This design comes from an exercise in tuning for small area on the open sky130 flow, not from production work.
In this exercise RTL edits were held to simulation tests only and were not proved equivalent to the original.

==> run P <==
Design Animation, start of the top module:
module Animation
(
    output logic [10:0] x, y,
    output logic colour, GameClock,
    input logic forceClear,
    input logic clk, rst,
    input logic [7:0] xin, yin, titlex, titley,
    input logic [79:0] ex, ey
);
export LEC_CHECK = 0
export ABC_AREA = 1
export CAP_MARGIN = 10
export CORE_MARGIN = 2
export CORE_UTILIZATION = 25
export GPL_TIMING_DRIVEN = 0
export PLACE_DENSITY = 0.35
export SLEW_MARGIN = 10
export SYNTH_MEMORY_MAX_BITS = 65536
create_clock -name core_clock -period 20.0 [get_ports {clk}]
standard.sh (not shown) runs the stock make flow with config.mk's settings and CLKGATE_MAP_FILE= SYNTH_SCRIPT=/design/flow/synth_recipe.tcl, a recipe that flattens the netlist after the stock synthesis.
==> flow/flow/run.sh <==
#!/bin/bash
# Own layout flow: the standard ORFS flow (standard.sh) with these changes:
#  - synthesis optimises and maps the logic with an area-oriented ABC script
#    (flow/abc_area.script, which ABC_AREA=1 selects) instead of ORFS's;
#  - adders are left to ABC as plain logic (no ADDER_MAP_FILE half/full adder cells, and no
#    Kogge-Stone carry-lookahead map: SYNTH_OPERATIONS_ARGS only repeats -nofsm);
#    the registers, their names and their cells are those of the standard synthesis;
#  - port buffering uses sky130_fd_sc_hd__buf_1 for the buffer on every input and output port.
# Each tool's full output goes to a log file in the work folder (and ORFS's own logs under orfs/logs).
set -euo pipefail
W=$(pwd)
rm -rf "$W/scripts_abc"
cp -r "$FLOW_HOME/scripts" "$W/scripts_abc"
cp "$W/flow/abc_area.script" "$W/scripts_abc/abc_area.script"
bash "$W/standard.sh" "SCRIPTS_DIR=$W/scripts_abc" "ADDER_MAP_FILE=" "SYNTH_OPERATIONS_ARGS=-nofsm" \
    "BUFFER_PORTS_ARGS=-buffer_cell sky130_fd_sc_hd__buf_1" finish > "$W/flow_make.log" 2>&1
test -f "$W/out/final.def"
==> flow/flow/abc_area.script <==
strash
&get -n
&deepsyn -T 120
&dch -f
&nf -R 1000 -p -F 8 -A 4 -a -C 32
&put
==> inputs of run G, as changes to run P <==
CAP_MARGIN = 0   (was 10)
SLEW_MARGIN = 0   (was 10)
==> inputs of run Z, as changes to run P <==
--- a/flow/flow/run.sh
+++ b/flow/flow/run.sh
@@ -6,5 +6,9 @@
 #    Kogge-Stone carry-lookahead map: SYNTH_OPERATIONS_ARGS only repeats -nofsm);
 #    the registers, their names and their cells are those of the standard synthesis;
-#  - port buffering uses sky130_fd_sc_hd__buf_1 for the buffer on every input and output port.
+#  - port buffering uses sky130_fd_sc_hd__buf_1 for the buffer on every input and output port;
+#  - the buffers synthesis puts on pass-through wires are sky130_fd_sc_hd__buf_1 and are removed
+#    at floorplan (REMOVE_ABC_BUFFERS), before port buffering;
+#  - repair may not use the large buffers (buf_4 and up, bufbuf, bufinv): they are added to the
+#    platform's DONT_USE_CELLS list, so repair sizes gates up or uses small buffers.
 # Each tool's full output goes to a log file in the work folder (and ORFS's own logs under orfs/logs).
 set -euo pipefail
@@ -13,5 +17,11 @@
 cp -r "$FLOW_HOME/scripts" "$W/scripts_abc"
 cp "$W/flow/abc_area.script" "$W/scripts_abc/abc_area.script"
+DU=$(make -s -C "$FLOW_HOME" DESIGN_CONFIG="$W/config.mk" WORK_HOME="$W/orfs" print-DONT_USE_CELLS 2> "$W/dont_use_print.log" | sed -n 's/^DONT_USE_CELLS: //p')
+test -n "$DU"
+BIG="sky130_fd_sc_hd__buf_4 sky130_fd_sc_hd__buf_6 sky130_fd_sc_hd__buf_8 sky130_fd_sc_hd__buf_12 sky130_fd_sc_hd__buf_16 sky130_fd_sc_hd__bufbuf_8 sky130_fd_sc_hd__bufbuf_16 sky130_fd_sc_hd__bufinv_8 sky130_fd_sc_hd__bufinv_16"
+echo "DONT_USE_CELLS=$DU $BIG" > "$W/dont_use.log"
 bash "$W/standard.sh" "SCRIPTS_DIR=$W/scripts_abc" "ADDER_MAP_FILE=" "SYNTH_OPERATIONS_ARGS=-nofsm" \
-    "BUFFER_PORTS_ARGS=-buffer_cell sky130_fd_sc_hd__buf_1" finish > "$W/flow_make.log" 2>&1
+    "BUFFER_PORTS_ARGS=-buffer_cell sky130_fd_sc_hd__buf_1" \
+    "MIN_BUF_CELL_AND_PORTS=sky130_fd_sc_hd__buf_1 A X" "REMOVE_ABC_BUFFERS=1" \
+    "DONT_USE_CELLS=$DU $BIG" finish > "$W/flow_make.log" 2>&1
 test -f "$W/out/final.def"
CTS_BUF_LIST = sky130_fd_sc_hd__clkbuf_8   (was default)
==> results.json <==
{
  "fin_cells": 1835,
  "yosys.area_share.simple_pct": 34.0,
  "p_per_area_mw_per_mm2": 28.1,
  "highest_layer": "met5",
  "slew_headroom_pct": 8.07,
  "netlist_area_sq_mm": 0.00771,
  "worst-path-stages": 38,
  "multi_input_area_share_pct": 70.5,
  "clk_share_pct": 1.60,
  "status": "finished clean",
  "root_buffer": "clkbuf_16",
  "multi_input_area_sq_mm": 0.00679
}
(the above is from run P)
==> results.json <==
{
  "slew_headroom_pct": -5.34,
  "max_cap_violations": 4,
  "highest_layer": "met4",
  "multi_input_area_share_pct": 70.7,
  "worst-path-stages": 38,
  "clk_share_pct": 1.71,
  "so_faults": "capacitance limit, slew limit",
  "multi_input_area_sq_mm": 0.00676,
  "status": "finished with violations",
  "drv_slew": 35,
  "yosys.area_share.simple_pct": 34.0
}
(the above is from run G)
==> results.json <==
{
  "status": "finished clean",
  "use_met3_pct": 16.3,
  "multi_input_area_sq_mm": 0.00680,
  "root_buffer": "clkbuf_8",
  "clk_share_pct": 0.837,
  "ff2ff_path_depth": 39,
  "antenna_found_initial": 9,
  "diodes": 7,
  "highest_layer": "met5",
  "dpl-instance-area_sq_mm": 0.00917,
  "p_per_area_mw_per_mm2": 25.4,
  "slew_headroom_pct": 8.37,
  "worst-path-stages": 39,
  "fin_cells": 1829,
  "wl_met3_um": 9130
}
(the above is from run Z)

==> what the ideal ports hide <==
The results above use ideal ports. As a check the final layouts listed here were re-extracted and re-timed, cells and wires unchanged.
Step 1 assumes that a clkbuf_16 drives the clock port and a buf_2 every other input.
Step 2 times the ports against the registers' clock, not the clock port: input delays grow and output delays shrink by t, the midpoint of the rising clock arrivals with the driver on.
Slacks: no drivers / after step 1 / after step 2; pairs: no drivers / after step 1.
run	shift t [ns]	setup slack, ns	worst setup path after step 2	worst register clock-pin slew, ns	worst slew at a driven data input, ns
run P	0.349	6.665 / 6.665 / 6.665	register to register	0.08 / 0.08	0.09
run G	0.342	6.696 / 6.696 / 6.696	register to register	0.07 / 0.07	0.10
run Z	0.355	6.024 / 6.024 / 6.024	register to register	0.09 / 0.09	0.14
